This design comes from an exercise in tuning for small area on the open sky130 flow, not from production work.
Only simulation tests tie the RTL to the original design; equivalence was not proved.

--- run.sh ---
#!/bin/bash
# synth_recipe.tcl (not shown) runs the flow's synth.tcl, then flattens the netlist and writes it again
# the make line also repeats each setting of config.mk as NAME=value (left out here)
make -C /OpenROAD-flow-scripts/flow DESIGN_CONFIG=/design/flow/config.mk WORK_HOME=/design/flow/orfs CLKGATE_MAP_FILE= SYNTH_SCRIPT=/design/flow/synth_recipe.tcl finish
--- design.v ---
module mac_a (
  input  wire [4:0]  i_k,
  input  wire [2:0]  i_one,
  input  wire [2:0]  i_two,
  input  wire [2:0]  i_neg,
  input  wire [2:0]  i_nneg,
  input  wire [25:0] i_base,
  output wire [25:0] o_acc
);
  reg [14:0] h;
  always @(*)
    case (i_k)
      5'd0: h = 15'd483;
      5'd1: h = 15'd616;
      5'd2: h = 15'd819;
      5'd3: h = 15'd1120;
      5'd4: h = 15'd1542;
      5'd5: h = 15'd2109;
      5'd6: h = 15'd2840;
      5'd7: h = 15'd3750;
      5'd8: h = 15'd4846;
      5'd9: h = 15'd6133;
      5'd10: h = 15'd7606;
      5'd11: h = 15'd9255;
      5'd12: h = 15'd11062;
      5'd13: h = 15'd13002;
      5'd14: h = 15'd15045;
      5'd15: h = 15'd17156;
      5'd16: h = 15'd19293;
      5'd17: h = 15'd21414;
      5'd18: h = 15'd23473;
      5'd19: h = 15'd25425;
      5'd20: h = 15'd27224;
      5'd21: h = 15'd28827;
      5'd22: h = 15'd30197;
      5'd23: h = 15'd31300;
      5'd24: h = 15'd32108;
      5'd25: h = 15'd32601;
      5'd26: h = 15'd32767;
      5'd27: h = 15'd32601;
      5'd28: h = 15'd32108;
      5'd29: h = 15'd31300;
      5'd30: h = 15'd30197;
      5'd31: h = 15'd0;
    endcase
  wire pp0_0 = ((i_one[0] & h[0])) ^ i_neg[0];
  wire pp0_1 = ((i_one[0] & h[1]) | (i_two[0] & h[0])) ^ i_neg[0];
  wire pp0_2 = ((i_one[0] & h[2]) | (i_two[0] & h[1])) ^ i_neg[0];
  wire pp0_3 = ((i_one[0] & h[3]) | (i_two[0] & h[2])) ^ i_neg[0];
  wire pp0_4 = ((i_one[0] & h[4]) | (i_two[0] & h[3])) ^ i_neg[0];
  wire pp0_5 = ((i_one[0] & h[5]) | (i_two[0] & h[4])) ^ i_neg[0];
  wire pp0_6 = ((i_one[0] & h[6]) | (i_two[0] & h[5])) ^ i_neg[0];
  wire pp0_7 = ((i_one[0] & h[7]) | (i_two[0] & h[6])) ^ i_neg[0];
  wire pp0_8 = ((i_one[0] & h[8]) | (i_two[0] & h[7])) ^ i_neg[0];
  wire pp0_9 = ((i_one[0] & h[9]) | (i_two[0] & h[8])) ^ i_neg[0];
  wire pp0_10 = ((i_one[0] & h[10]) | (i_two[0] & h[9])) ^ i_neg[0];
  wire pp0_11 = ((i_one[0] & h[11]) | (i_two[0] & h[10])) ^ i_neg[0];
  wire pp0_12 = ((i_one[0] & h[12]) | (i_two[0] & h[11])) ^ i_neg[0];
  wire pp0_13 = ((i_one[0] & h[13]) | (i_two[0] & h[12])) ^ i_neg[0];
  wire pp0_14 = ((i_one[0] & h[14]) | (i_two[0] & h[13])) ^ i_neg[0];
  wire pp0_15 = ((i_two[0] & h[14])) ^ i_neg[0];
  wire pp1_0 = ((i_one[1] & h[0])) ^ i_neg[1];
  wire pp1_1 = ((i_one[1] & h[1]) | (i_two[1] & h[0])) ^ i_neg[1];
  wire pp1_2 = ((i_one[1] & h[2]) | (i_two[1] & h[1])) ^ i_neg[1];
  wire pp1_3 = ((i_one[1] & h[3]) | (i_two[1] & h[2])) ^ i_neg[1];
  wire pp1_4 = ((i_one[1] & h[4]) | (i_two[1] & h[3])) ^ i_neg[1];
  wire pp1_5 = ((i_one[1] & h[5]) | (i_two[1] & h[4])) ^ i_neg[1];
  wire pp1_6 = ((i_one[1] & h[6]) | (i_two[1] & h[5])) ^ i_neg[1];
  wire pp1_7 = ((i_one[1] & h[7]) | (i_two[1] & h[6])) ^ i_neg[1];
  wire pp1_8 = ((i_one[1] & h[8]) | (i_two[1] & h[7])) ^ i_neg[1];
  wire pp1_9 = ((i_one[1] & h[9]) | (i_two[1] & h[8])) ^ i_neg[1];
  wire pp1_10 = ((i_one[1] & h[10]) | (i_two[1] & h[9])) ^ i_neg[1];
  wire pp1_11 = ((i_one[1] & h[11]) | (i_two[1] & h[10])) ^ i_neg[1];
  wire pp1_12 = ((i_one[1] & h[12]) | (i_two[1] & h[11])) ^ i_neg[1];
  wire pp1_13 = ((i_one[1] & h[13]) | (i_two[1] & h[12])) ^ i_neg[1];
  wire pp1_14 = ((i_one[1] & h[14]) | (i_two[1] & h[13])) ^ i_neg[1];
  wire pp1_15 = ((i_two[1] & h[14])) ^ i_neg[1];
  wire pp2_0 = ((i_one[2] & h[0])) ^ i_neg[2];
  wire pp2_1 = ((i_one[2] & h[1]) | (i_two[2] & h[0])) ^ i_neg[2];
  wire pp2_2 = ((i_one[2] & h[2]) | (i_two[2] & h[1])) ^ i_neg[2];
  wire pp2_3 = ((i_one[2] & h[3]) | (i_two[2] & h[2])) ^ i_neg[2];
  wire pp2_4 = ((i_one[2] & h[4]) | (i_two[2] & h[3])) ^ i_neg[2];
  wire pp2_5 = ((i_one[2] & h[5]) | (i_two[2] & h[4])) ^ i_neg[2];
  wire pp2_6 = ((i_one[2] & h[6]) | (i_two[2] & h[5])) ^ i_neg[2];
  wire pp2_7 = ((i_one[2] & h[7]) | (i_two[2] & h[6])) ^ i_neg[2];
  wire pp2_8 = ((i_one[2] & h[8]) | (i_two[2] & h[7])) ^ i_neg[2];
  wire pp2_9 = ((i_one[2] & h[9]) | (i_two[2] & h[8])) ^ i_neg[2];
  wire pp2_10 = ((i_one[2] & h[10]) | (i_two[2] & h[9])) ^ i_neg[2];
  wire pp2_11 = ((i_one[2] & h[11]) | (i_two[2] & h[10])) ^ i_neg[2];
  wire pp2_12 = ((i_one[2] & h[12]) | (i_two[2] & h[11])) ^ i_neg[2];
  wire pp2_13 = ((i_one[2] & h[13]) | (i_two[2] & h[12])) ^ i_neg[2];
  wire pp2_14 = ((i_one[2] & h[14]) | (i_two[2] & h[13])) ^ i_neg[2];
  wire pp2_15 = ((i_two[2] & h[14])) ^ i_neg[2];
  wire mac_a_w1 = i_base[0] ^ i_neg[0] ^ pp0_0;
  wire mac_a_w2 = (i_base[0] & i_neg[0]) | (pp0_0 & (i_base[0] ^ i_neg[0]));
  wire mac_a_w3 = i_base[1] ^ pp0_1 ^ mac_a_w2;
  wire mac_a_w4 = (i_base[1] & pp0_1) | (mac_a_w2 & (i_base[1] ^ pp0_1));
  wire mac_a_w5 = i_base[2] ^ i_neg[1] ^ pp0_2;
  wire mac_a_w6 = (i_base[2] & i_neg[1]) | (pp0_2 & (i_base[2] ^ i_neg[1]));
  wire mac_a_w7 = pp1_0 ^ mac_a_w5 ^ mac_a_w4;
  wire mac_a_w8 = (pp1_0 & mac_a_w5) | (mac_a_w4 & (pp1_0 ^ mac_a_w5));
  wire mac_a_w9 = i_base[3] ^ pp0_3 ^ pp1_1;
  wire mac_a_w10 = (i_base[3] & pp0_3) | (pp1_1 & (i_base[3] ^ pp0_3));
  wire mac_a_w11 = mac_a_w6 ^ mac_a_w9 ^ mac_a_w8;
  wire mac_a_w12 = (mac_a_w6 & mac_a_w9) | (mac_a_w8 & (mac_a_w6 ^ mac_a_w9));
  wire mac_a_w13 = i_base[4] ^ i_neg[2] ^ pp0_4;
  wire mac_a_w14 = (i_base[4] & i_neg[2]) | (pp0_4 & (i_base[4] ^ i_neg[2]));
  wire mac_a_w15 = pp1_2 ^ pp2_0 ^ mac_a_w10;
  wire mac_a_w16 = (pp1_2 & pp2_0) | (mac_a_w10 & (pp1_2 ^ pp2_0));
  wire mac_a_w17 = mac_a_w13 ^ mac_a_w15 ^ mac_a_w12;
  wire mac_a_w18 = (mac_a_w13 & mac_a_w15) | (mac_a_w12 & (mac_a_w13 ^ mac_a_w15));
  wire mac_a_w19 = i_base[5] ^ pp0_5 ^ pp1_3;
  wire mac_a_w20 = (i_base[5] & pp0_5) | (pp1_3 & (i_base[5] ^ pp0_5));
  wire mac_a_w21 = pp2_1 ^ mac_a_w14 ^ mac_a_w19;
  wire mac_a_w22 = (pp2_1 & mac_a_w14) | (mac_a_w19 & (pp2_1 ^ mac_a_w14));
  wire mac_a_w23 = mac_a_w16 ^ mac_a_w21 ^ mac_a_w18;
  wire mac_a_w24 = (mac_a_w16 & mac_a_w21) | (mac_a_w18 & (mac_a_w16 ^ mac_a_w21));
  wire mac_a_w25 = i_base[6] ^ pp0_6 ^ pp1_4;
  wire mac_a_w26 = (i_base[6] & pp0_6) | (pp1_4 & (i_base[6] ^ pp0_6));
  wire mac_a_w27 = pp2_2 ^ mac_a_w20 ^ mac_a_w25;
  wire mac_a_w28 = (pp2_2 & mac_a_w20) | (mac_a_w25 & (pp2_2 ^ mac_a_w20));
  wire mac_a_w29 = mac_a_w22 ^ mac_a_w27 ^ mac_a_w24;
  wire mac_a_w30 = (mac_a_w22 & mac_a_w27) | (mac_a_w24 & (mac_a_w22 ^ mac_a_w27));
  wire mac_a_w31 = i_base[7] ^ pp0_7 ^ pp1_5;
  wire mac_a_w32 = (i_base[7] & pp0_7) | (pp1_5 & (i_base[7] ^ pp0_7));
  wire mac_a_w33 = pp2_3 ^ mac_a_w26 ^ mac_a_w31;
  wire mac_a_w34 = (pp2_3 & mac_a_w26) | (mac_a_w31 & (pp2_3 ^ mac_a_w26));
  wire mac_a_w35 = mac_a_w28 ^ mac_a_w33 ^ mac_a_w30;
  wire mac_a_w36 = (mac_a_w28 & mac_a_w33) | (mac_a_w30 & (mac_a_w28 ^ mac_a_w33));
  wire mac_a_w37 = i_base[8] ^ pp0_8 ^ pp1_6;
  wire mac_a_w38 = (i_base[8] & pp0_8) | (pp1_6 & (i_base[8] ^ pp0_8));
  wire mac_a_w39 = pp2_4 ^ mac_a_w32 ^ mac_a_w37;
  wire mac_a_w40 = (pp2_4 & mac_a_w32) | (mac_a_w37 & (pp2_4 ^ mac_a_w32));
  wire mac_a_w41 = mac_a_w34 ^ mac_a_w39 ^ mac_a_w36;
  wire mac_a_w42 = (mac_a_w34 & mac_a_w39) | (mac_a_w36 & (mac_a_w34 ^ mac_a_w39));
  wire mac_a_w43 = i_base[9] ^ pp0_9 ^ pp1_7;
  wire mac_a_w44 = (i_base[9] & pp0_9) | (pp1_7 & (i_base[9] ^ pp0_9));
  wire mac_a_w45 = pp2_5 ^ mac_a_w38 ^ mac_a_w43;
  wire mac_a_w46 = (pp2_5 & mac_a_w38) | (mac_a_w43 & (pp2_5 ^ mac_a_w38));
  wire mac_a_w47 = mac_a_w40 ^ mac_a_w45 ^ mac_a_w42;
  wire mac_a_w48 = (mac_a_w40 & mac_a_w45) | (mac_a_w42 & (mac_a_w40 ^ mac_a_w45));
  wire mac_a_w49 = i_base[10] ^ pp0_10 ^ pp1_8;
  wire mac_a_w50 = (i_base[10] & pp0_10) | (pp1_8 & (i_base[10] ^ pp0_10));
  wire mac_a_w51 = pp2_6 ^ mac_a_w44 ^ mac_a_w49;
  wire mac_a_w52 = (pp2_6 & mac_a_w44) | (mac_a_w49 & (pp2_6 ^ mac_a_w44));
  wire mac_a_w53 = mac_a_w46 ^ mac_a_w51 ^ mac_a_w48;
  wire mac_a_w54 = (mac_a_w46 & mac_a_w51) | (mac_a_w48 & (mac_a_w46 ^ mac_a_w51));
  wire mac_a_w55 = i_base[11] ^ pp0_11 ^ pp1_9;
  wire mac_a_w56 = (i_base[11] & pp0_11) | (pp1_9 & (i_base[11] ^ pp0_11));
  wire mac_a_w57 = pp2_7 ^ mac_a_w50 ^ mac_a_w55;
  wire mac_a_w58 = (pp2_7 & mac_a_w50) | (mac_a_w55 & (pp2_7 ^ mac_a_w50));
  wire mac_a_w59 = mac_a_w52 ^ mac_a_w57 ^ mac_a_w54;
  wire mac_a_w60 = (mac_a_w52 & mac_a_w57) | (mac_a_w54 & (mac_a_w52 ^ mac_a_w57));
  wire mac_a_w61 = i_base[12] ^ pp0_12 ^ pp1_10;
  wire mac_a_w62 = (i_base[12] & pp0_12) | (pp1_10 & (i_base[12] ^ pp0_12));
  wire mac_a_w63 = pp2_8 ^ mac_a_w56 ^ mac_a_w61;
  wire mac_a_w64 = (pp2_8 & mac_a_w56) | (mac_a_w61 & (pp2_8 ^ mac_a_w56));
  wire mac_a_w65 = mac_a_w58 ^ mac_a_w63 ^ mac_a_w60;
  wire mac_a_w66 = (mac_a_w58 & mac_a_w63) | (mac_a_w60 & (mac_a_w58 ^ mac_a_w63));
  wire mac_a_w67 = i_base[13] ^ pp0_13 ^ pp1_11;
  wire mac_a_w68 = (i_base[13] & pp0_13) | (pp1_11 & (i_base[13] ^ pp0_13));
  wire mac_a_w69 = pp2_9 ^ mac_a_w62 ^ mac_a_w67;
  wire mac_a_w70 = (pp2_9 & mac_a_w62) | (mac_a_w67 & (pp2_9 ^ mac_a_w62));
  wire mac_a_w71 = mac_a_w64 ^ mac_a_w69 ^ mac_a_w66;
  wire mac_a_w72 = (mac_a_w64 & mac_a_w69) | (mac_a_w66 & (mac_a_w64 ^ mac_a_w69));
  wire mac_a_w73 = i_base[14] ^ pp0_14 ^ pp1_12;
  wire mac_a_w74 = (i_base[14] & pp0_14) | (pp1_12 & (i_base[14] ^ pp0_14));
  wire mac_a_w75 = pp2_10 ^ mac_a_w68 ^ mac_a_w73;
  wire mac_a_w76 = (pp2_10 & mac_a_w68) | (mac_a_w73 & (pp2_10 ^ mac_a_w68));
  wire mac_a_w77 = mac_a_w70 ^ mac_a_w75 ^ mac_a_w72;
  wire mac_a_w78 = (mac_a_w70 & mac_a_w75) | (mac_a_w72 & (mac_a_w70 ^ mac_a_w75));
  wire mac_a_w79 = i_base[15] ^ pp0_15 ^ pp1_13;
  wire mac_a_w80 = (i_base[15] & pp0_15) | (pp1_13 & (i_base[15] ^ pp0_15));
  wire mac_a_w81 = pp2_11 ^ mac_a_w74 ^ mac_a_w79;
  wire mac_a_w82 = (pp2_11 & mac_a_w74) | (mac_a_w79 & (pp2_11 ^ mac_a_w74));
  wire mac_a_w83 = mac_a_w76 ^ mac_a_w81 ^ mac_a_w78;
  wire mac_a_w84 = (mac_a_w76 & mac_a_w81) | (mac_a_w78 & (mac_a_w76 ^ mac_a_w81));
  wire mac_a_w85 = i_base[16] ^ i_nneg[0] ^ pp1_14;
  wire mac_a_w86 = (i_base[16] & i_nneg[0]) | (pp1_14 & (i_base[16] ^ i_nneg[0]));
  wire mac_a_w87 = pp2_12 ^ mac_a_w80 ^ mac_a_w85;
  wire mac_a_w88 = (pp2_12 & mac_a_w80) | (mac_a_w85 & (pp2_12 ^ mac_a_w80));
  wire mac_a_w89 = mac_a_w82 ^ mac_a_w87 ^ mac_a_w84;
  wire mac_a_w90 = (mac_a_w82 & mac_a_w87) | (mac_a_w84 & (mac_a_w82 ^ mac_a_w87));
  wire mac_a_w91 = i_base[17] ^ pp1_15 ^ pp2_13;
  wire mac_a_w92 = (i_base[17] & pp1_15) | (pp2_13 & (i_base[17] ^ pp1_15));
  wire mac_a_w93 = mac_a_w86 ^ mac_a_w91 ^ mac_a_w88;
  wire mac_a_w94 = (mac_a_w86 & mac_a_w91) | (mac_a_w88 & (mac_a_w86 ^ mac_a_w91));
  wire mac_a_w95 = mac_a_w93 ^ mac_a_w90;
  wire mac_a_w96 = mac_a_w93 & mac_a_w90;
  wire mac_a_w97 = i_base[18] ^ i_nneg[1] ^ pp2_14;
  wire mac_a_w98 = (i_base[18] & i_nneg[1]) | (pp2_14 & (i_base[18] ^ i_nneg[1]));
  wire mac_a_w99 = mac_a_w92 ^ mac_a_w97 ^ mac_a_w94;
  wire mac_a_w100 = (mac_a_w92 & mac_a_w97) | (mac_a_w94 & (mac_a_w92 ^ mac_a_w97));
  wire mac_a_w101 = mac_a_w99 ^ mac_a_w96;
  wire mac_a_w102 = mac_a_w99 & mac_a_w96;
  wire mac_a_w103 = i_base[19] ^ pp2_15 ^ mac_a_w98;
  wire mac_a_w104 = (i_base[19] & pp2_15) | (mac_a_w98 & (i_base[19] ^ pp2_15));
  wire mac_a_w105 = mac_a_w103 ^ mac_a_w100 ^ mac_a_w102;
  wire mac_a_w106 = (mac_a_w103 & mac_a_w100) | (mac_a_w102 & (mac_a_w103 ^ mac_a_w100));
  wire mac_a_w107 = i_base[20] ^ i_nneg[2] ^ mac_a_w104;
  wire mac_a_w108 = (i_base[20] & i_nneg[2]) | (mac_a_w104 & (i_base[20] ^ i_nneg[2]));
  wire mac_a_w109 = mac_a_w107 ^ mac_a_w106;
  wire mac_a_w110 = mac_a_w107 & mac_a_w106;
  wire mac_a_w111 = i_base[21] ^ mac_a_w108 ^ mac_a_w110;
  wire mac_a_w112 = (i_base[21] & mac_a_w108) | (mac_a_w110 & (i_base[21] ^ mac_a_w108));
  wire mac_a_w113 = i_base[22] ^ mac_a_w112;
  wire mac_a_w114 = i_base[22] & mac_a_w112;
  wire mac_a_w115 = i_base[23] ^ mac_a_w114;
  wire mac_a_w116 = i_base[23] & mac_a_w114;
  wire mac_a_w117 = i_base[24] ^ mac_a_w116;
  wire mac_a_w118 = i_base[24] & mac_a_w116;
  wire mac_a_w119 = i_base[25] ^ mac_a_w118;
  assign o_acc = {mac_a_w119, mac_a_w117, mac_a_w115, mac_a_w113, mac_a_w111, mac_a_w109, mac_a_w105, mac_a_w101, mac_a_w95, mac_a_w89, mac_a_w83, mac_a_w77, mac_a_w71, mac_a_w65, mac_a_w59, mac_a_w53, mac_a_w47, mac_a_w41, mac_a_w35, mac_a_w29, mac_a_w23, mac_a_w17, mac_a_w11, mac_a_w7, mac_a_w3, mac_a_w1};
endmodule
module mac_b (
  input  wire [4:0]  i_k,
  input  wire [2:0]  i_one,
  input  wire [2:0]  i_two,
  input  wire [2:0]  i_neg,
  input  wire [2:0]  i_nneg,
  input  wire [25:0] i_base,
  output wire [25:0] o_acc
);
  reg [14:0] h;
  always @(*)
    case (i_k)
      5'd0: h = 15'd28827;
      5'd1: h = 15'd27224;
      5'd2: h = 15'd25425;
      5'd3: h = 15'd23473;
      5'd4: h = 15'd21414;
      5'd5: h = 15'd19293;
      5'd6: h = 15'd17156;
      5'd7: h = 15'd15045;
      5'd8: h = 15'd13002;
      5'd9: h = 15'd11062;
      5'd10: h = 15'd9255;
      5'd11: h = 15'd7606;
      5'd12: h = 15'd6133;
      5'd13: h = 15'd4846;
      5'd14: h = 15'd3750;
      5'd15: h = 15'd2840;
      5'd16: h = 15'd2109;
      5'd17: h = 15'd1542;
      5'd18: h = 15'd1120;
      5'd19: h = 15'd819;
      5'd20: h = 15'd616;
      5'd21: h = 15'd483;
      5'd22: h = 15'd0;
      5'd23: h = 15'd0;
      5'd24: h = 15'd0;
      5'd25: h = 15'd0;
      5'd26: h = 15'd0;
      5'd27: h = 15'd0;
      5'd28: h = 15'd0;
      5'd29: h = 15'd0;
      5'd30: h = 15'd0;
      5'd31: h = 15'd0;
    endcase
  wire pp0_0 = ((i_one[0] & h[0])) ^ i_neg[0];
  wire pp0_1 = ((i_one[0] & h[1]) | (i_two[0] & h[0])) ^ i_neg[0];
  wire pp0_2 = ((i_one[0] & h[2]) | (i_two[0] & h[1])) ^ i_neg[0];
  wire pp0_3 = ((i_one[0] & h[3]) | (i_two[0] & h[2])) ^ i_neg[0];
  wire pp0_4 = ((i_one[0] & h[4]) | (i_two[0] & h[3])) ^ i_neg[0];
  wire pp0_5 = ((i_one[0] & h[5]) | (i_two[0] & h[4])) ^ i_neg[0];
  wire pp0_6 = ((i_one[0] & h[6]) | (i_two[0] & h[5])) ^ i_neg[0];
  wire pp0_7 = ((i_one[0] & h[7]) | (i_two[0] & h[6])) ^ i_neg[0];
  wire pp0_8 = ((i_one[0] & h[8]) | (i_two[0] & h[7])) ^ i_neg[0];
  wire pp0_9 = ((i_one[0] & h[9]) | (i_two[0] & h[8])) ^ i_neg[0];
  wire pp0_10 = ((i_one[0] & h[10]) | (i_two[0] & h[9])) ^ i_neg[0];
  wire pp0_11 = ((i_one[0] & h[11]) | (i_two[0] & h[10])) ^ i_neg[0];
  wire pp0_12 = ((i_one[0] & h[12]) | (i_two[0] & h[11])) ^ i_neg[0];
  wire pp0_13 = ((i_one[0] & h[13]) | (i_two[0] & h[12])) ^ i_neg[0];
  wire pp0_14 = ((i_one[0] & h[14]) | (i_two[0] & h[13])) ^ i_neg[0];
  wire pp0_15 = ((i_two[0] & h[14])) ^ i_neg[0];
  wire pp1_0 = ((i_one[1] & h[0])) ^ i_neg[1];
  wire pp1_1 = ((i_one[1] & h[1]) | (i_two[1] & h[0])) ^ i_neg[1];
  wire pp1_2 = ((i_one[1] & h[2]) | (i_two[1] & h[1])) ^ i_neg[1];
  wire pp1_3 = ((i_one[1] & h[3]) | (i_two[1] & h[2])) ^ i_neg[1];
  wire pp1_4 = ((i_one[1] & h[4]) | (i_two[1] & h[3])) ^ i_neg[1];
  wire pp1_5 = ((i_one[1] & h[5]) | (i_two[1] & h[4])) ^ i_neg[1];
  wire pp1_6 = ((i_one[1] & h[6]) | (i_two[1] & h[5])) ^ i_neg[1];
  wire pp1_7 = ((i_one[1] & h[7]) | (i_two[1] & h[6])) ^ i_neg[1];
  wire pp1_8 = ((i_one[1] & h[8]) | (i_two[1] & h[7])) ^ i_neg[1];
  wire pp1_9 = ((i_one[1] & h[9]) | (i_two[1] & h[8])) ^ i_neg[1];
  wire pp1_10 = ((i_one[1] & h[10]) | (i_two[1] & h[9])) ^ i_neg[1];
  wire pp1_11 = ((i_one[1] & h[11]) | (i_two[1] & h[10])) ^ i_neg[1];
  wire pp1_12 = ((i_one[1] & h[12]) | (i_two[1] & h[11])) ^ i_neg[1];
  wire pp1_13 = ((i_one[1] & h[13]) | (i_two[1] & h[12])) ^ i_neg[1];
  wire pp1_14 = ((i_one[1] & h[14]) | (i_two[1] & h[13])) ^ i_neg[1];
  wire pp1_15 = ((i_two[1] & h[14])) ^ i_neg[1];
  wire pp2_0 = ((i_one[2] & h[0])) ^ i_neg[2];
  wire pp2_1 = ((i_one[2] & h[1]) | (i_two[2] & h[0])) ^ i_neg[2];
  wire pp2_2 = ((i_one[2] & h[2]) | (i_two[2] & h[1])) ^ i_neg[2];
  wire pp2_3 = ((i_one[2] & h[3]) | (i_two[2] & h[2])) ^ i_neg[2];
  wire pp2_4 = ((i_one[2] & h[4]) | (i_two[2] & h[3])) ^ i_neg[2];
  wire pp2_5 = ((i_one[2] & h[5]) | (i_two[2] & h[4])) ^ i_neg[2];
  wire pp2_6 = ((i_one[2] & h[6]) | (i_two[2] & h[5])) ^ i_neg[2];
  wire pp2_7 = ((i_one[2] & h[7]) | (i_two[2] & h[6])) ^ i_neg[2];
  wire pp2_8 = ((i_one[2] & h[8]) | (i_two[2] & h[7])) ^ i_neg[2];
  wire pp2_9 = ((i_one[2] & h[9]) | (i_two[2] & h[8])) ^ i_neg[2];
  wire pp2_10 = ((i_one[2] & h[10]) | (i_two[2] & h[9])) ^ i_neg[2];
  wire pp2_11 = ((i_one[2] & h[11]) | (i_two[2] & h[10])) ^ i_neg[2];
  wire pp2_12 = ((i_one[2] & h[12]) | (i_two[2] & h[11])) ^ i_neg[2];
  wire pp2_13 = ((i_one[2] & h[13]) | (i_two[2] & h[12])) ^ i_neg[2];
  wire pp2_14 = ((i_one[2] & h[14]) | (i_two[2] & h[13])) ^ i_neg[2];
  wire pp2_15 = ((i_two[2] & h[14])) ^ i_neg[2];
  wire mac_b_w1 = i_base[0] ^ i_neg[0] ^ pp0_0;
  wire mac_b_w2 = (i_base[0] & i_neg[0]) | (pp0_0 & (i_base[0] ^ i_neg[0]));
  wire mac_b_w3 = i_base[1] ^ pp0_1 ^ mac_b_w2;
  wire mac_b_w4 = (i_base[1] & pp0_1) | (mac_b_w2 & (i_base[1] ^ pp0_1));
  wire mac_b_w5 = i_base[2] ^ i_neg[1] ^ pp0_2;
  wire mac_b_w6 = (i_base[2] & i_neg[1]) | (pp0_2 & (i_base[2] ^ i_neg[1]));
  wire mac_b_w7 = pp1_0 ^ mac_b_w5 ^ mac_b_w4;
  wire mac_b_w8 = (pp1_0 & mac_b_w5) | (mac_b_w4 & (pp1_0 ^ mac_b_w5));
  wire mac_b_w9 = i_base[3] ^ pp0_3 ^ pp1_1;
  wire mac_b_w10 = (i_base[3] & pp0_3) | (pp1_1 & (i_base[3] ^ pp0_3));
  wire mac_b_w11 = mac_b_w6 ^ mac_b_w9 ^ mac_b_w8;
  wire mac_b_w12 = (mac_b_w6 & mac_b_w9) | (mac_b_w8 & (mac_b_w6 ^ mac_b_w9));
  wire mac_b_w13 = i_base[4] ^ i_neg[2] ^ pp0_4;
  wire mac_b_w14 = (i_base[4] & i_neg[2]) | (pp0_4 & (i_base[4] ^ i_neg[2]));
  wire mac_b_w15 = pp1_2 ^ pp2_0 ^ mac_b_w10;
  wire mac_b_w16 = (pp1_2 & pp2_0) | (mac_b_w10 & (pp1_2 ^ pp2_0));
  wire mac_b_w17 = mac_b_w13 ^ mac_b_w15 ^ mac_b_w12;
  wire mac_b_w18 = (mac_b_w13 & mac_b_w15) | (mac_b_w12 & (mac_b_w13 ^ mac_b_w15));
  wire mac_b_w19 = i_base[5] ^ pp0_5 ^ pp1_3;
  wire mac_b_w20 = (i_base[5] & pp0_5) | (pp1_3 & (i_base[5] ^ pp0_5));
  wire mac_b_w21 = pp2_1 ^ mac_b_w14 ^ mac_b_w19;
  wire mac_b_w22 = (pp2_1 & mac_b_w14) | (mac_b_w19 & (pp2_1 ^ mac_b_w14));
  wire mac_b_w23 = mac_b_w16 ^ mac_b_w21 ^ mac_b_w18;
  wire mac_b_w24 = (mac_b_w16 & mac_b_w21) | (mac_b_w18 & (mac_b_w16 ^ mac_b_w21));
  wire mac_b_w25 = i_base[6] ^ pp0_6 ^ pp1_4;
  wire mac_b_w26 = (i_base[6] & pp0_6) | (pp1_4 & (i_base[6] ^ pp0_6));
  wire mac_b_w27 = pp2_2 ^ mac_b_w20 ^ mac_b_w25;
  wire mac_b_w28 = (pp2_2 & mac_b_w20) | (mac_b_w25 & (pp2_2 ^ mac_b_w20));
  wire mac_b_w29 = mac_b_w22 ^ mac_b_w27 ^ mac_b_w24;
  wire mac_b_w30 = (mac_b_w22 & mac_b_w27) | (mac_b_w24 & (mac_b_w22 ^ mac_b_w27));
  wire mac_b_w31 = i_base[7] ^ pp0_7 ^ pp1_5;
  wire mac_b_w32 = (i_base[7] & pp0_7) | (pp1_5 & (i_base[7] ^ pp0_7));
  wire mac_b_w33 = pp2_3 ^ mac_b_w26 ^ mac_b_w31;
  wire mac_b_w34 = (pp2_3 & mac_b_w26) | (mac_b_w31 & (pp2_3 ^ mac_b_w26));
  wire mac_b_w35 = mac_b_w28 ^ mac_b_w33 ^ mac_b_w30;
  wire mac_b_w36 = (mac_b_w28 & mac_b_w33) | (mac_b_w30 & (mac_b_w28 ^ mac_b_w33));
  wire mac_b_w37 = i_base[8] ^ pp0_8 ^ pp1_6;
  wire mac_b_w38 = (i_base[8] & pp0_8) | (pp1_6 & (i_base[8] ^ pp0_8));
  wire mac_b_w39 = pp2_4 ^ mac_b_w32 ^ mac_b_w37;
  wire mac_b_w40 = (pp2_4 & mac_b_w32) | (mac_b_w37 & (pp2_4 ^ mac_b_w32));
  wire mac_b_w41 = mac_b_w34 ^ mac_b_w39 ^ mac_b_w36;
  wire mac_b_w42 = (mac_b_w34 & mac_b_w39) | (mac_b_w36 & (mac_b_w34 ^ mac_b_w39));
  wire mac_b_w43 = i_base[9] ^ pp0_9 ^ pp1_7;
  wire mac_b_w44 = (i_base[9] & pp0_9) | (pp1_7 & (i_base[9] ^ pp0_9));
  wire mac_b_w45 = pp2_5 ^ mac_b_w38 ^ mac_b_w43;
  wire mac_b_w46 = (pp2_5 & mac_b_w38) | (mac_b_w43 & (pp2_5 ^ mac_b_w38));
  wire mac_b_w47 = mac_b_w40 ^ mac_b_w45 ^ mac_b_w42;
  wire mac_b_w48 = (mac_b_w40 & mac_b_w45) | (mac_b_w42 & (mac_b_w40 ^ mac_b_w45));
  wire mac_b_w49 = i_base[10] ^ pp0_10 ^ pp1_8;
  wire mac_b_w50 = (i_base[10] & pp0_10) | (pp1_8 & (i_base[10] ^ pp0_10));
  wire mac_b_w51 = pp2_6 ^ mac_b_w44 ^ mac_b_w49;
  wire mac_b_w52 = (pp2_6 & mac_b_w44) | (mac_b_w49 & (pp2_6 ^ mac_b_w44));
  wire mac_b_w53 = mac_b_w46 ^ mac_b_w51 ^ mac_b_w48;
  wire mac_b_w54 = (mac_b_w46 & mac_b_w51) | (mac_b_w48 & (mac_b_w46 ^ mac_b_w51));
  wire mac_b_w55 = i_base[11] ^ pp0_11 ^ pp1_9;
  wire mac_b_w56 = (i_base[11] & pp0_11) | (pp1_9 & (i_base[11] ^ pp0_11));
  wire mac_b_w57 = pp2_7 ^ mac_b_w50 ^ mac_b_w55;
  wire mac_b_w58 = (pp2_7 & mac_b_w50) | (mac_b_w55 & (pp2_7 ^ mac_b_w50));
  wire mac_b_w59 = mac_b_w52 ^ mac_b_w57 ^ mac_b_w54;
  wire mac_b_w60 = (mac_b_w52 & mac_b_w57) | (mac_b_w54 & (mac_b_w52 ^ mac_b_w57));
  wire mac_b_w61 = i_base[12] ^ pp0_12 ^ pp1_10;
  wire mac_b_w62 = (i_base[12] & pp0_12) | (pp1_10 & (i_base[12] ^ pp0_12));
  wire mac_b_w63 = pp2_8 ^ mac_b_w56 ^ mac_b_w61;
  wire mac_b_w64 = (pp2_8 & mac_b_w56) | (mac_b_w61 & (pp2_8 ^ mac_b_w56));
  wire mac_b_w65 = mac_b_w58 ^ mac_b_w63 ^ mac_b_w60;
  wire mac_b_w66 = (mac_b_w58 & mac_b_w63) | (mac_b_w60 & (mac_b_w58 ^ mac_b_w63));
  wire mac_b_w67 = i_base[13] ^ pp0_13 ^ pp1_11;
  wire mac_b_w68 = (i_base[13] & pp0_13) | (pp1_11 & (i_base[13] ^ pp0_13));
  wire mac_b_w69 = pp2_9 ^ mac_b_w62 ^ mac_b_w67;
  wire mac_b_w70 = (pp2_9 & mac_b_w62) | (mac_b_w67 & (pp2_9 ^ mac_b_w62));
  wire mac_b_w71 = mac_b_w64 ^ mac_b_w69 ^ mac_b_w66;
  wire mac_b_w72 = (mac_b_w64 & mac_b_w69) | (mac_b_w66 & (mac_b_w64 ^ mac_b_w69));
  wire mac_b_w73 = i_base[14] ^ pp0_14 ^ pp1_12;
  wire mac_b_w74 = (i_base[14] & pp0_14) | (pp1_12 & (i_base[14] ^ pp0_14));
  wire mac_b_w75 = pp2_10 ^ mac_b_w68 ^ mac_b_w73;
  wire mac_b_w76 = (pp2_10 & mac_b_w68) | (mac_b_w73 & (pp2_10 ^ mac_b_w68));
  wire mac_b_w77 = mac_b_w70 ^ mac_b_w75 ^ mac_b_w72;
  wire mac_b_w78 = (mac_b_w70 & mac_b_w75) | (mac_b_w72 & (mac_b_w70 ^ mac_b_w75));
  wire mac_b_w79 = i_base[15] ^ pp0_15 ^ pp1_13;
  wire mac_b_w80 = (i_base[15] & pp0_15) | (pp1_13 & (i_base[15] ^ pp0_15));
  wire mac_b_w81 = pp2_11 ^ mac_b_w74 ^ mac_b_w79;
  wire mac_b_w82 = (pp2_11 & mac_b_w74) | (mac_b_w79 & (pp2_11 ^ mac_b_w74));
  wire mac_b_w83 = mac_b_w76 ^ mac_b_w81 ^ mac_b_w78;
  wire mac_b_w84 = (mac_b_w76 & mac_b_w81) | (mac_b_w78 & (mac_b_w76 ^ mac_b_w81));
  wire mac_b_w85 = i_base[16] ^ i_nneg[0] ^ pp1_14;
  wire mac_b_w86 = (i_base[16] & i_nneg[0]) | (pp1_14 & (i_base[16] ^ i_nneg[0]));
  wire mac_b_w87 = pp2_12 ^ mac_b_w80 ^ mac_b_w85;
  wire mac_b_w88 = (pp2_12 & mac_b_w80) | (mac_b_w85 & (pp2_12 ^ mac_b_w80));
  wire mac_b_w89 = mac_b_w82 ^ mac_b_w87 ^ mac_b_w84;
  wire mac_b_w90 = (mac_b_w82 & mac_b_w87) | (mac_b_w84 & (mac_b_w82 ^ mac_b_w87));
  wire mac_b_w91 = i_base[17] ^ pp1_15 ^ pp2_13;
  wire mac_b_w92 = (i_base[17] & pp1_15) | (pp2_13 & (i_base[17] ^ pp1_15));
  wire mac_b_w93 = mac_b_w86 ^ mac_b_w91 ^ mac_b_w88;
  wire mac_b_w94 = (mac_b_w86 & mac_b_w91) | (mac_b_w88 & (mac_b_w86 ^ mac_b_w91));
  wire mac_b_w95 = mac_b_w93 ^ mac_b_w90;
  wire mac_b_w96 = mac_b_w93 & mac_b_w90;
  wire mac_b_w97 = i_base[18] ^ i_nneg[1] ^ pp2_14;
  wire mac_b_w98 = (i_base[18] & i_nneg[1]) | (pp2_14 & (i_base[18] ^ i_nneg[1]));
  wire mac_b_w99 = mac_b_w92 ^ mac_b_w97 ^ mac_b_w94;
  wire mac_b_w100 = (mac_b_w92 & mac_b_w97) | (mac_b_w94 & (mac_b_w92 ^ mac_b_w97));
  wire mac_b_w101 = mac_b_w99 ^ mac_b_w96;
  wire mac_b_w102 = mac_b_w99 & mac_b_w96;
  wire mac_b_w103 = i_base[19] ^ pp2_15 ^ mac_b_w98;
  wire mac_b_w104 = (i_base[19] & pp2_15) | (mac_b_w98 & (i_base[19] ^ pp2_15));
  wire mac_b_w105 = mac_b_w103 ^ mac_b_w100 ^ mac_b_w102;
  wire mac_b_w106 = (mac_b_w103 & mac_b_w100) | (mac_b_w102 & (mac_b_w103 ^ mac_b_w100));
  wire mac_b_w107 = i_base[20] ^ i_nneg[2] ^ mac_b_w104;
  wire mac_b_w108 = (i_base[20] & i_nneg[2]) | (mac_b_w104 & (i_base[20] ^ i_nneg[2]));
  wire mac_b_w109 = mac_b_w107 ^ mac_b_w106;
  wire mac_b_w110 = mac_b_w107 & mac_b_w106;
  wire mac_b_w111 = i_base[21] ^ mac_b_w108 ^ mac_b_w110;
  wire mac_b_w112 = (i_base[21] & mac_b_w108) | (mac_b_w110 & (i_base[21] ^ mac_b_w108));
  wire mac_b_w113 = i_base[22] ^ mac_b_w112;
  wire mac_b_w114 = i_base[22] & mac_b_w112;
  wire mac_b_w115 = i_base[23] ^ mac_b_w114;
  wire mac_b_w116 = i_base[23] & mac_b_w114;
  wire mac_b_w117 = i_base[24] ^ mac_b_w116;
  wire mac_b_w118 = i_base[24] & mac_b_w116;
  wire mac_b_w119 = i_base[25] ^ mac_b_w118;
  assign o_acc = {mac_b_w119, mac_b_w117, mac_b_w115, mac_b_w113, mac_b_w111, mac_b_w109, mac_b_w105, mac_b_w101, mac_b_w95, mac_b_w89, mac_b_w83, mac_b_w77, mac_b_w71, mac_b_w65, mac_b_w59, mac_b_w53, mac_b_w47, mac_b_w41, mac_b_w35, mac_b_w29, mac_b_w23, mac_b_w17, mac_b_w11, mac_b_w7, mac_b_w3, mac_b_w1};
endmodule
module filt_ppd (
  input  wire               i_rst_an,    
  input  wire               i_ena,       
  input  wire               i_clk,       
  input  wire signed [5:0]  i_data,      
  output wire signed [27:0] o_data,      
  output wire               o_sclk       
);
  localparam [25:0] c_k30 = 26'h2ea0000;
  localparam [25:0] c_k31 = 26'h1600000;
  reg  [4:0]  r_k;
  reg         r_sclk;
  reg  [25:0] r_acc_a;
  reg  [25:0] r_acc_b;
  wire [5:0] w_x = i_data & {6{i_ena}};
  wire [6:0] w_xe = {w_x, 1'b0};
  wire [2:0] w_one, w_two, w_neg, w_nneg;
  genvar i;
  generate
    for (i = 0; i < 3; i = i + 1) begin: g_booth
      assign w_one[i]  = w_xe[2*i+1] ^ w_xe[2*i];
      assign w_two[i]  = (w_xe[2*i+2] & ~w_xe[2*i+1] & ~w_xe[2*i]) |
                         (~w_xe[2*i+2] & w_xe[2*i+1] & w_xe[2*i]);
      assign w_neg[i]  = w_xe[2*i+2];
      assign w_nneg[i] = i_ena & ~w_xe[2*i+2];
    end
  endgenerate
  wire        w_sel    = i_ena & (&r_k[4:1]);
  wire [25:0] w_base_a = w_sel ? r_acc_b : r_acc_a;
  wire [25:0] w_base_b = w_sel ? (r_k[0] ? c_k31 : c_k30) : r_acc_b;
  wire [25:0] w_acc_a, w_acc_b;
  mac_a u_mac_a (.i_k(r_k), .i_one(w_one), .i_two(w_two), .i_neg(w_neg), .i_nneg(w_nneg),
                 .i_base(w_base_a), .o_acc(w_acc_a));
  mac_b u_mac_b (.i_k(r_k), .i_one(w_one), .i_two(w_two), .i_neg(w_neg), .i_nneg(w_nneg),
                 .i_base(w_base_b), .o_acc(w_acc_b));
  always @(posedge i_clk or negedge i_rst_an)
    if (!i_rst_an) begin
      r_k    <= 5'd31;
      r_sclk <= 1'b0;
    end else begin
      if (i_ena)
        r_k <= (r_k == 5'd0) ? 5'd30 : r_k - 5'd1;
      r_sclk <= i_ena & (r_k == 5'd0);
    end
  always @(posedge i_clk) begin
    r_acc_a <= w_acc_a;
    r_acc_b <= w_acc_b;
  end
  assign o_data = {{2{r_acc_a[25]}}, r_acc_a};
  assign o_sclk = r_sclk;
endmodule
--- constraint.sdc ---
create_clock -name core_clock -period 25.0 [get_ports {i_clk}]
set_input_delay 5.0000 -clock core_clock [delete_from_list [all_inputs] [get_ports {i_clk}]]
set_output_delay 5.0000 -clock core_clock [all_outputs]
set_load 0.01 [all_outputs]
--- config.mk ---
export PLATFORM = sky130hd
export DESIGN_NAME = filt_ppd
export DESIGN_NICKNAME = filt_ppd
export VERILOG_FILES = /design/flow/design.v
export SDC_FILE = /design/flow/constraint.sdc
export NUM_CORES = 4
export LEC_CHECK = 0
export CAP_MARGIN = 20
export CORE_MARGIN = 2
export CORE_UTILIZATION = 40
export SLEW_MARGIN = 20
==> run summary <==
-- logic make-up (layout without fill, tap and decap cells) --
family	Yosys count	in the layout	synth area share, %
AOI/OAI and AO/OA	203	203	20.5
adders and majority gates	132	132	31.1
muxes	49	49	6.81
DFF	58	58	15.3
buffers and inverters	144	145	8.38
and+or+nand+nor	162	162	10.3
xor gates and xnor gates	68	68	7.61
other	0	1	0
-- flip-flops by register name (all words and copies together) (netlist names) --
register	count
r_acc_a	26
r_acc_b	26
r_k	5
r_sclk	1
-- synthesized netlist by cell type (5+ instances only) --
| library cell | n |
|---|---|
| sky130_fd_sc_hd__o2bb2ai_1 | 6 |
| sky130_fd_sc_hd__o22ai_1 | 30 |
| sky130_fd_sc_hd__and3_1 | 9 |
| sky130_fd_sc_hd__a2bb2oi_1 | 7 |
| sky130_fd_sc_hd__a211oi_1 | 6 |
| sky130_fd_sc_hd__o21ai_1 | 15 |
| sky130_fd_sc_hd__o21ai_0 | 21 |
| sky130_fd_sc_hd__buf_4 | 6 |
| sky130_fd_sc_hd__xor2_1 | 19 |
| sky130_fd_sc_hd__mux2i_1 | 36 |
| sky130_fd_sc_hd__buf_2 | 26 |
| sky130_fd_sc_hd__nor2_1 | 37 |
| sky130_fd_sc_hd__and2_1 | 10 |
| sky130_fd_sc_hd__fa_1 | 104 |
| sky130_fd_sc_hd__nand3_1 | 11 |
| sky130_fd_sc_hd__inv_1 | 78 |
| sky130_fd_sc_hd__a21oi_1 | 18 |
| sky130_fd_sc_hd__buf_1 | 5 |
| sky130_fd_sc_hd__xnor2_1 | 49 |
| sky130_fd_sc_hd__dfstp_2 | 5 |
| sky130_fd_sc_hd__clkbuf_1 | 17 |
| sky130_fd_sc_hd__a21o_1 | 5 |
| sky130_fd_sc_hd__nand2b_1 | 14 |
| sky130_fd_sc_hd__nand2_1 | 51 |
| sky130_fd_sc_hd__ha_1 | 28 |
| sky130_fd_sc_hd__nor2b_1 | 10 |
| sky130_fd_sc_hd__a2bb2oi_2 | 5 |
| sky130_fd_sc_hd__mux2_2 | 9 |
| sky130_fd_sc_hd__buf_6 | 8 |
| sky130_fd_sc_hd__a31oi_1 | 5 |
| sky130_fd_sc_hd__dfxtp_1 | 52 |
| sky130_fd_sc_hd__a22oi_1 | 24 |
-- final timing paths --
kind | startpoint | end | cells past startpoint
setup / recovery | i_ena | r_acc_b[25] | 32
hold / removal | r_acc_b[0] | r_acc_b[0] | 2
setup reg to reg | r_k[1] | r_acc_a[25] | 32
hold reg to reg | r_acc_b[0] | r_acc_b[0] | 2
max in group asynchronous | i_rst_an | r_k[1] | 1
min in group asynchronous | i_rst_an | r_sclk | 1
-- metrics by stage --
stage | worst slack, ns | instance area, µm² | instances
after global routing | 9.13 | 8590 | 1083
after global placement | 9.42 | 8260 | 1066
after floorplan | 10.73 | 7830 | 816
after CTS | 9.63 | 8580 | 1082
after detailed placement | 9.24 | 8260 | 1066
final | 9.60 | 8590 | 1083
-- critical path: cells and delay by family --
kind,cells,cell delay (ns)
AND/OR/NAND/NOR,1,0.74
XOR/XNOR,1,0.13
buffers and inverters,4,1.02
AO/OA/AOI/OAI,3,0.76
adder cells (fa/ha/maj),23,7.99
-- routing by layer --
layer,GRT usage [%],vias to the layer above,wire length (µm)
li1,-,2808,-
met1,28.9,2978,9190
met2,33.9,181,9720
met3,3.57,26,1030
met4,6.35,0,522
met5,0,-,0
-- layout make-up --
cell class | instances | area (µm²)
fill | 1867 | 10700
multi-input combinational | 614 | 5980
sequential | 58 | 1200
timing repair buffer | 47 | 445
tap | 265 | 332
inverter | 82 | 308
clock buffer | 9 | 225
clock inverter | 7 | 101
antenna | 1 | 2.50
==> run summary <==
- The flow ran to the end and the layout has no timing, DRC or antenna violations.
- For this design, the slowest cell found on the critical path is sky130_fd_sc_hd__nor2_1.
- The number of post-CTS setup repair buffers is 0.
- For flop-to-flop paths, the worst setup slack is 13.14 ns.
- The die is 144 µm tall.
- The data arrival time of the critical path is 15.63 ns.
- The clock tree from TritonCTS is yes.
- Once the clock tree was built, the resizer swapped 0 gates to a different size.
- The sink count of the clock tree is 58.
- The post-route core utilization is 44.4%.
- The estimated wirelength of the detail-placed design is between 15000 and 20000 µm.
- The initial core utilization is 40.5%.
- During placement, the flow inserted port buffers numbering 37.
- Yosys printed 3 warnings.
- The total number of placement rows is 51.
- In the final layout, the share of cells above drive strength 1 is 9.67%.
- STA classifies the critical path endpoint as a flop.
- The post-route fraction of the period consumed by the critical path is 61.6%.
- The DRC marker count from the first detailed-route iteration is 595.
- In this run, synthesis produced a sequential element count of slightly below 60.
- The number of max-slew violations in the final report came to 0.
- The count of cell types in the netlist is 88.
- The worst hold margin is approximately 0.5 ns.
- Among all flip-flop cells after synthesis, the most frequent one is sky130_fd_sc_hd__dfxtp_1.
- The transition time of the tightest slew-check pin is between 0.9 and 1 ns.
- For this run, asynchronously set or reset flops after synthesis account for 10.3%.
- After clock tree synthesis, the clock-pin slew on the worst setup and hold paths is 0.06 ns.
- Buffers inserted during clock tree synthesis total 9.
- The via count of the first global-routing pass is 5826.
- For this run, design rule violations remaining after detail routing come to 0.
- The post-route clock skew is just under 0.007 ns.
- In this run the count of I/O pins placed on the die edge is 38.
- Setup repair after global routing left no endpoint under its margin.
- The number of nets with antenna violations after detailed routing is 0.
- Of all nets on the critical path, the largest fanout is 37.
- Static timing analysis puts the maximum clock frequency at 64.9 MHz.
- The critical path is of the input pin to flop type.
- At the later pin of the worst-skew pair, clock insertion delay measures 0.35 ns.
- The path class of the lowest-slack min-delay path is flop to flop.
- The headroom to the max-slew limit is a little under two fifths.
- The first global-routing pass estimated ~33000 µm of wire.
- The number of enable-type register cells in the synthesized netlist is 0.
- Relative to the synthesized area, the layout overhead comes to 9.72%.
- The average instance in the mapped netlist occupies 9.59 µm².
- The sequential share of the synthesized area is 15.3%.
- In the final routed layout, each cell accounts on average for approximately 19 µm.
- The number of antenna violations at the first check in global routing is 1.
- The share of the synthesized area in the top cell type is approximately a quarter.
- Summed over all layers, the routed wires come to 20500 µm.
- Global routing finished with a remaining overflow of 0.
- Leaving out fill and tap cells, the most frequent cell in the layout is sky130_fd_sc_hd__fa_1.
- The net count of the finished layout is 953.
- The most numerous cell on the critical path is sky130_fd_sc_hd__fa_1.
- The number of H-tree levels is 3.
- The total vias in the final route is between 5000 and 6000.
- The reported max-cap violation count is 0.
- In the layout the commonest cells are 104 x sky130_fd_sc_hd__fa_1, 78 x sky130_fd_sc_hd__inv_1, 52 x sky130_fd_sc_hd__dfxtp_1, 50 x sky130_fd_sc_hd__nand2_1, 49 x sky130_fd_sc_hd__xnor2_1.
- Ranked by total cell area, the synthesized netlist is headed by sky130_fd_sc_hd__fa_1 27%, sky130_fd_sc_hd__dfxtp_1 13%, sky130_fd_sc_hd__xnor2_1 5.5%, sky130_fd_sc_hd__mux2i_1 4.6%, sky130_fd_sc_hd__ha_1 4.5%.
- The cts-stage hold buffer count is 0.
- Synthesis handed over a netlist of 816 instances.
- The worst setup path is launched from an input pin.
- The floorplan step defined a core boundary enclosing 0.0193 mm².
- The buffer type at the clock tree root is sky130_fd_sc_hd__clkbuf_16.
- The post-synthesis cell area is 0.00783 mm².
- The count of final setup violators is 0.
- The number of iterations in the first detailed-routing pass is 6.
- The die is 144 µm wide.
- In the final timing run, aggregate negative setup slack is 0 ns.
- The area of the die is 0.0207 mm².
- The net count after synthesis is 957.
- Global routing consumed, over all layers together, a little over a fifth of the routing resources.
- The largest single stage delay on the critical path is 0.74 ns.
- Routability-driven placement finished with a final weighted congestion of 0.909.
- The hold violation count in the final report is 0.
- Counting I/O delays and the setup requirement, the final critical path takes 15.40 ns.
- The cell type with the highest aggregate area in the netlist is sky130_fd_sc_hd__fa_1.
- The buffer depth of the longest clock path is 2.
- The pin count of the biggest net entering global routing is 66.
- The routed via count divided by cell count is 5.53.
- At the worst endpoint, the required time is 25.23 ns.

## static timing again, ports no longer ideal
The results above use ideal ports. As a check the final layout listed here was re-extracted and re-timed, cells and wires unchanged.
Step 1: set_driving_cell puts a clkbuf_16 on i_clk and a buf_2 on each other input, an assumption about the parent block.
Step 2 adds t to the input delays and takes it off the output delays; t is the mean of the earliest and latest rising clock arrival at the registers after step 1. Input paths then give back, and output paths get back, about the clock's delay inside the block.
Three values: ideal ports, drivers, drivers and shift; two values: the first two.
t (ns): 0.389
slack for setup (ns): 9.597 / 9.620 / 9.231
clock arrival spread, ns: 0.007 / 0.007
worst data-port slew with drivers (ns): 0.09
After both steps this run still meets setup and hold. The setup slack of this run moves by +0.023 ns with the drivers and by -0.366 ns with both steps.
